Background: an optimization exercise with open tools, aiming at small area, a short achievable clock period and few clock cycles per item. Do not read the settings as production practice.
At most, simulation tests tie the RTL to the original design; equivalence was not proved.

==> flow/design.v <==
module div(
    input                               clk,
    input                               resetn,
    input                               signed_div_i,
    input   [31:0]                   operand1_i,
    input   [31:0]                   operand2_i,
    input                               start_i,
    input                               annul_i,
    output  reg[63:0]          result_o,
    output  reg                         ready_o
);
localparam S_IDLE = 3'd0;
localparam S_NEG  = 3'd1;
localparam S_NORM = 3'd2;
localparam S_ITER = 3'd3;
localparam S_DONE = 3'd4;
reg [2:0]  state;
reg [31:0] rem;       
reg [32:0] dsr;       
reg [31:0] quo;
reg [4:0]  cnt;
reg [4:0]  lz_a;      
reg [4:0]  lz_b;      
reg        sa;        
reg        sb;        
wire sa_in = signed_div_i & operand1_i[31];
wire sb_in = signed_div_i & operand2_i[31];
wire b_zero = ~|operand2_i;
wire [32:0] b_ext = {sb_in, operand2_i};
wire neg_first = sa_in & ~sb_in;      
genvar k, i;
function [4:0] lzc32;
    input [31:0] v;
    input        s;
    reg [7:0] nz;
    reg [7:0] oh;
    reg [3:0] nb;
    reg [2:0] hi;
    integer n;
    begin
        for (n = 0; n < 8; n = n + 1)
            nz[n] = s ? ~&v[4*n +: 4] : |v[4*n +: 4];
        for (n = 0; n < 8; n = n + 1)
            oh[n] = nz[n] & ~|(nz >> (n + 1));
        nb = 4'd0;
        hi = 3'd0;
        for (n = 0; n < 8; n = n + 1) begin
            nb = nb | ({4{oh[n]}} & v[4*n +: 4]);
            hi = hi | ({3{oh[n]}} & (3'd7 - n[2:0]));
        end
        nb = nb ^ {4{s}};
        lzc32 = {hi, ~nb[3] & ~nb[2], ~nb[3] & (nb[2] | ~nb[1])};
    end
endfunction
wire [31:0] wa = sa_in ? {~operand1_i[30:0], 1'b1} : operand1_i;
wire [31:0] wb = {operand2_i[31:1], ~sb_in};
wire [7:0] nz_a, nz_b, nz_b_above;
generate
    for (k = 0; k < 8; k = k + 1) begin : nib
        assign nz_a[k] = |wa[4*k+3:4*k];
        assign nz_b[k] = sb_in ? ~&wb[4*k+3:4*k] : |wb[4*k+3:4*k];
        if (k == 7) begin : top
            assign nz_b_above[k] = 1'b0;
        end else begin : below
            assign nz_b_above[k] = |nz_b[7:k+1];
        end
    end
endgenerate
wire small_in = ~|(nz_a & ~nz_b_above);
wire [4:0] sg = lz_b & ~lz_a;
wire [4:0] sp = lz_b | ~lz_a;
wire [4:0] sc;      
assign sc[0] = 1'b1;
assign sc[1] = sg[0] | sp[0];
assign sc[2] = sg[1] | sp[1] & (sg[0] | sp[0]);
assign sc[3] = sg[2] | sp[2] & sg[1] | sp[2] & sp[1] & (sg[0] | sp[0]);
assign sc[4] = sg[3] | sp[3] & sg[2] | sp[3] & sp[2] & sg[1]
             | sp[3] & sp[2] & sp[1] & (sg[0] | sp[0]);
wire [4:0] first = (lz_b ^ sc) ^ ~lz_a;
wire        sub = sa | ~sb;      
wire        neg_q = sa ^ sb;     
wire        rem_s = sa & rem[31];
wire [33:0] x = {rem_s, rem_s, rem};
wire [33:0] y = {dsr[32], dsr};
wire [33:0] g0 = x & y;
wire [33:0] p0 = x | y;
wire [33:0] gg [0:6];
wire [33:0] pp [0:6];
assign gg[0] = g0;
assign pp[0] = p0;
generate
    for (k = 0; k < 6; k = k + 1) begin : ks
        for (i = 0; i < 34; i = i + 1) begin : kb
            if (i >= (1 << k)) begin : comb
                assign gg[k+1][i] = gg[k][i] | (pp[k][i] & gg[k][i - (1 << k)]);
                assign pp[k+1][i] = pp[k][i] & pp[k][i - (1 << k)];
            end else begin : pass
                assign gg[k+1][i] = gg[k][i];
                assign pp[k+1][i] = pp[k][i];
            end
        end
    end
endgenerate
wire [33:0] gt = gg[6];
wire [33:0] pt = pp[6];
wire [33:0] carry = {gt[32:0] | (pt[32:0] & {33{sub}}), sub};
wire [33:0] sum = (x ^ carry) ^ y;
wire neg_le = (x[33] ^ gt[32]) ^ y[33];
wire take = sa ? neg_le : ~sum[33];
wire [32:0] sh [0:5];
assign sh[0] = dsr;
generate
    for (k = 0; k < 5; k = k + 1) begin : shs
        assign sh[k+1] = first[k] ? {sh[k][32 - (1 << k):0], {(1 << k){sub}}} : sh[k];
    end
endgenerate
always @(*) begin
    result_o = {rem[31:0], quo};
    ready_o  = (state == S_DONE);
end
always @(posedge clk) begin
    lz_a  <= lzc32(wa, 1'b0);
    lz_b  <= lzc32(wb, sb_in);
    sa    <= sa_in;
    sb    <= sb_in;
    case (state)
        S_IDLE:  dsr <= b_ext ^ {33{sa_in | ~sb_in}};
        S_NEG:   dsr <= ~sum[32:0];     
        S_NORM:  dsr <= sh[5];
        default: dsr <= {dsr[32], dsr[32:1]};
    endcase
    if (state == S_NORM) cnt <= first;
    else                 cnt <= cnt - 5'd1;
    case (state)
        S_IDLE:  quo <= 32'd0;
        S_NEG:   quo <= 32'd0;
        S_NORM:  quo <= {32{neg_q & take}};
        default: quo <= {quo[30:0], take ^ neg_q};
    endcase
    case (state)
        S_IDLE:  rem <= (b_zero | neg_first) ? 32'd0 : operand1_i;
        S_NEG:   rem <= operand1_i;
        S_NORM:  if (take & neg_q) rem <= sum[31:0];
        S_ITER:  if (take) rem <= sum[31:0];
        default: ;
    endcase
    if (resetn == 1'b0) begin
        state <= S_IDLE;
    end else begin
        case (state)
            S_IDLE: begin
                if (start_i && !annul_i) begin
                    if (b_zero)         state <= S_DONE;
                    else if (neg_first) state <= S_NEG;
                    else if (small_in)  state <= S_DONE;
                    else                   state <= S_NORM;
                end
            end
            S_NEG: begin
                if (annul_i)       state <= S_IDLE;
                else if (small_in) state <= S_DONE;     
                else               state <= S_NORM;
            end
            S_NORM: begin
                if (annul_i)    state <= S_IDLE;
                else if (!take) state <= S_DONE;     
                else            state <= S_ITER;
            end
            S_ITER: begin
                if (annul_i)           state <= S_IDLE;
                else if (cnt == 5'd0)  state <= S_DONE;
            end
            default: state <= S_IDLE;
        endcase
    end
end
endmodule
clock: 5.0 ns
lec_check: 0
cap_margin: 20
core_margin: 2
core_utilization: 40
setup_slack_margin: 1.2
slew_margin: 20
standard.sh (not shown) runs the stock make flow with config.mk's settings and CLKGATE_MAP_FILE= SYNTH_SCRIPT=/design/flow/synth_recipe.tcl, a recipe that flattens the netlist after the stock synthesis.
==> flow/flow/run.sh <==
#!/bin/bash
# The standard layout, with the ports buffered by buf_2 cells.
set -euo pipefail
bash standard.sh "BUFFER_PORTS_ARGS=-buffer_cell sky130_fd_sc_hd__buf_2" finish > standard_flow.log 2>&1
Next try:
--- a/flow/design.v
+++ b/flow/design.v
@@ -13,21 +13,23 @@
 localparam S_NEG  = 3'd1;
 localparam S_NORM = 3'd2;
 localparam S_ITER = 3'd3;
 localparam S_DONE = 3'd4;
 reg [2:0]  state;
-reg [31:0] rem;       
+reg [32:0] rem;
 reg [32:0] dsr;       
 reg [31:0] quo;
 reg [4:0]  cnt;
 reg [4:0]  lz_a;      
 reg [4:0]  lz_b;      
 reg        sa;        
-reg        sb;        
+reg        sub;       
+reg        neg_q;     
 wire sa_in = signed_div_i & operand1_i[31];
 wire sb_in = signed_div_i & operand2_i[31];
 wire b_zero = ~|operand2_i;
+wire [32:0] a_ext = {sa_in, operand1_i};
 wire [32:0] b_ext = {sb_in, operand2_i};
 wire neg_first = sa_in & ~sb_in;      
 genvar k, i;
 function [4:0] lzc32;
     input [31:0] v;
@@ -55,34 +57,31 @@
 wire [31:0] wa = sa_in ? {~operand1_i[30:0], 1'b1} : operand1_i;
 wire [31:0] wb = {operand2_i[31:1], ~sb_in};
 wire [7:0] nz_a, nz_b, nz_b_above;
 generate
     for (k = 0; k < 8; k = k + 1) begin : nib
-        assign nz_a[k] = |wa[4*k+3:4*k];
+        assign nz_a[k] = |operand1_i[4*k+3:4*k];
         assign nz_b[k] = sb_in ? ~&wb[4*k+3:4*k] : |wb[4*k+3:4*k];
         if (k == 7) begin : top
             assign nz_b_above[k] = 1'b0;
         end else begin : below
             assign nz_b_above[k] = |nz_b[7:k+1];
         end
     end
 endgenerate
-wire small_in = ~|(nz_a & ~nz_b_above);
+wire small_in = ~sa_in & ~|(nz_a & ~nz_b_above);
 wire [4:0] sg = lz_b & ~lz_a;
 wire [4:0] sp = lz_b | ~lz_a;
 wire [4:0] sc;      
 assign sc[0] = 1'b1;
 assign sc[1] = sg[0] | sp[0];
 assign sc[2] = sg[1] | sp[1] & (sg[0] | sp[0]);
 assign sc[3] = sg[2] | sp[2] & sg[1] | sp[2] & sp[1] & (sg[0] | sp[0]);
 assign sc[4] = sg[3] | sp[3] & sg[2] | sp[3] & sp[2] & sg[1]
              | sp[3] & sp[2] & sp[1] & (sg[0] | sp[0]);
 wire [4:0] first = (lz_b ^ sc) ^ ~lz_a;
-wire        sub = sa | ~sb;      
-wire        neg_q = sa ^ sb;     
-wire        rem_s = sa & rem[31];
-wire [33:0] x = {rem_s, rem_s, rem};
+wire [33:0] x = {rem[32], rem};
 wire [33:0] y = {dsr[32], dsr};
 wire [33:0] g0 = x & y;
 wire [33:0] p0 = x | y;
 wire [33:0] gg [0:6];
 wire [33:0] pp [0:6];
@@ -105,30 +104,24 @@
 wire [33:0] pt = pp[6];
 wire [33:0] carry = {gt[32:0] | (pt[32:0] & {33{sub}}), sub};
 wire [33:0] sum = (x ^ carry) ^ y;
 wire neg_le = (x[33] ^ gt[32]) ^ y[33];
 wire take = sa ? neg_le : ~sum[33];
-wire [32:0] sh [0:5];
-assign sh[0] = dsr;
-generate
-    for (k = 0; k < 5; k = k + 1) begin : shs
-        assign sh[k+1] = first[k] ? {sh[k][32 - (1 << k):0], {(1 << k){sub}}} : sh[k];
-    end
-endgenerate
 always @(*) begin
     result_o = {rem[31:0], quo};
     ready_o  = (state == S_DONE);
 end
 always @(posedge clk) begin
     lz_a  <= lzc32(wa, 1'b0);
     lz_b  <= lzc32(wb, sb_in);
     sa    <= sa_in;
-    sb    <= sb_in;
+    sub   <= sa_in | ~sb_in;
+    neg_q <= sa_in ^ sb_in;
     case (state)
         S_IDLE:  dsr <= b_ext ^ {33{sa_in | ~sb_in}};
         S_NEG:   dsr <= ~sum[32:0];     
-        S_NORM:  dsr <= sh[5];
+        S_NORM:  dsr <= (dsr << first) | ~({33{1'b1}} << first) & {33{sub}};
         default: dsr <= {dsr[32], dsr[32:1]};
     endcase
     if (state == S_NORM) cnt <= first;
     else                 cnt <= cnt - 5'd1;
     case (state)
@@ -136,33 +129,28 @@
         S_NEG:   quo <= 32'd0;
         S_NORM:  quo <= {32{neg_q & take}};
         default: quo <= {quo[30:0], take ^ neg_q};
     endcase
     case (state)
-        S_IDLE:  rem <= (b_zero | neg_first) ? 32'd0 : operand1_i;
-        S_NEG:   rem <= operand1_i;
-        S_NORM:  if (take & neg_q) rem <= sum[31:0];
-        S_ITER:  if (take) rem <= sum[31:0];
+        S_IDLE:  rem <= (b_zero | neg_first) ? 33'd0 : a_ext;
+        S_NEG:   rem <= a_ext;
+        S_NORM:  if (take & neg_q) rem <= sum[32:0];
+        S_ITER:  if (take) rem <= sum[32:0];
         default: ;
     endcase
     if (resetn == 1'b0) begin
         state <= S_IDLE;
     end else begin
         case (state)
             S_IDLE: begin
                 if (start_i && !annul_i) begin
-                    if (b_zero)         state <= S_DONE;
-                    else if (neg_first) state <= S_NEG;
-                    else if (small_in)  state <= S_DONE;
+                    if (b_zero | small_in) state <= S_DONE;
+                    else if (neg_first)    state <= S_NEG;
                     else                   state <= S_NORM;
                 end
             end
-            S_NEG: begin
-                if (annul_i)       state <= S_IDLE;
-                else if (small_in) state <= S_DONE;     
-                else               state <= S_NORM;
-            end
+            S_NEG:  state <= annul_i ? S_IDLE : S_NORM;
             S_NORM: begin
                 if (annul_i)    state <= S_IDLE;
                 else if (!take) state <= S_DONE;     
                 else            state <= S_ITER;
             end
Outcome: Design area increases by about 1.1%; register-to-register slack is better by 50 ps; die area increases by 3.1%; routed wire length increases by 6.3%; worst setup slack is better by 54 ps; worst hold slack is worse by 9.1 ps; synthesized cell count increases by about 9%.
Testbench counts after the change, summed over its fixed seeds: cycles 72,428, divisions 8,000.
Only the layout flow was run in the first run of this note; the RTL was not checked for function there.

static timing again, ports no longer ideal:
Ports are ideal in the flow. The routed layouts listed here were re-timed in OpenROAD. Step 1 assumes that a clkbuf_16 drives the clock port and a buf_2 every other input. Step 2 times the ports against the registers' clock, not the clock port: input delays grow and output delays shrink by t, the midpoint of the rising clock arrivals with the driver on. Three values: ideal ports, drivers, drivers and shift; two values: the first two.
| run | t (ns) | setup WS [ns] | worst setup path after step 2 | latest minus earliest clock arrival (ns) | slew at the worst register clock pin (ns) |
|---|---|---|---|---|---|
| the first run | 0.477 | 1.332 / 1.332 / 1.103 | input to register | 0.015 / 0.014 | 0.07 / 0.07 |
| the second run | 0.476 | 1.387 / 1.387 / 0.964 | input to register | 0.015 / 0.015 | 0.06 / 0.06 |
After both steps every run listed still meets setup and hold. For the second run, which loses most, drivers alone change the setup slack by 0.000 ns; drivers and shift together by -0.423 ns.
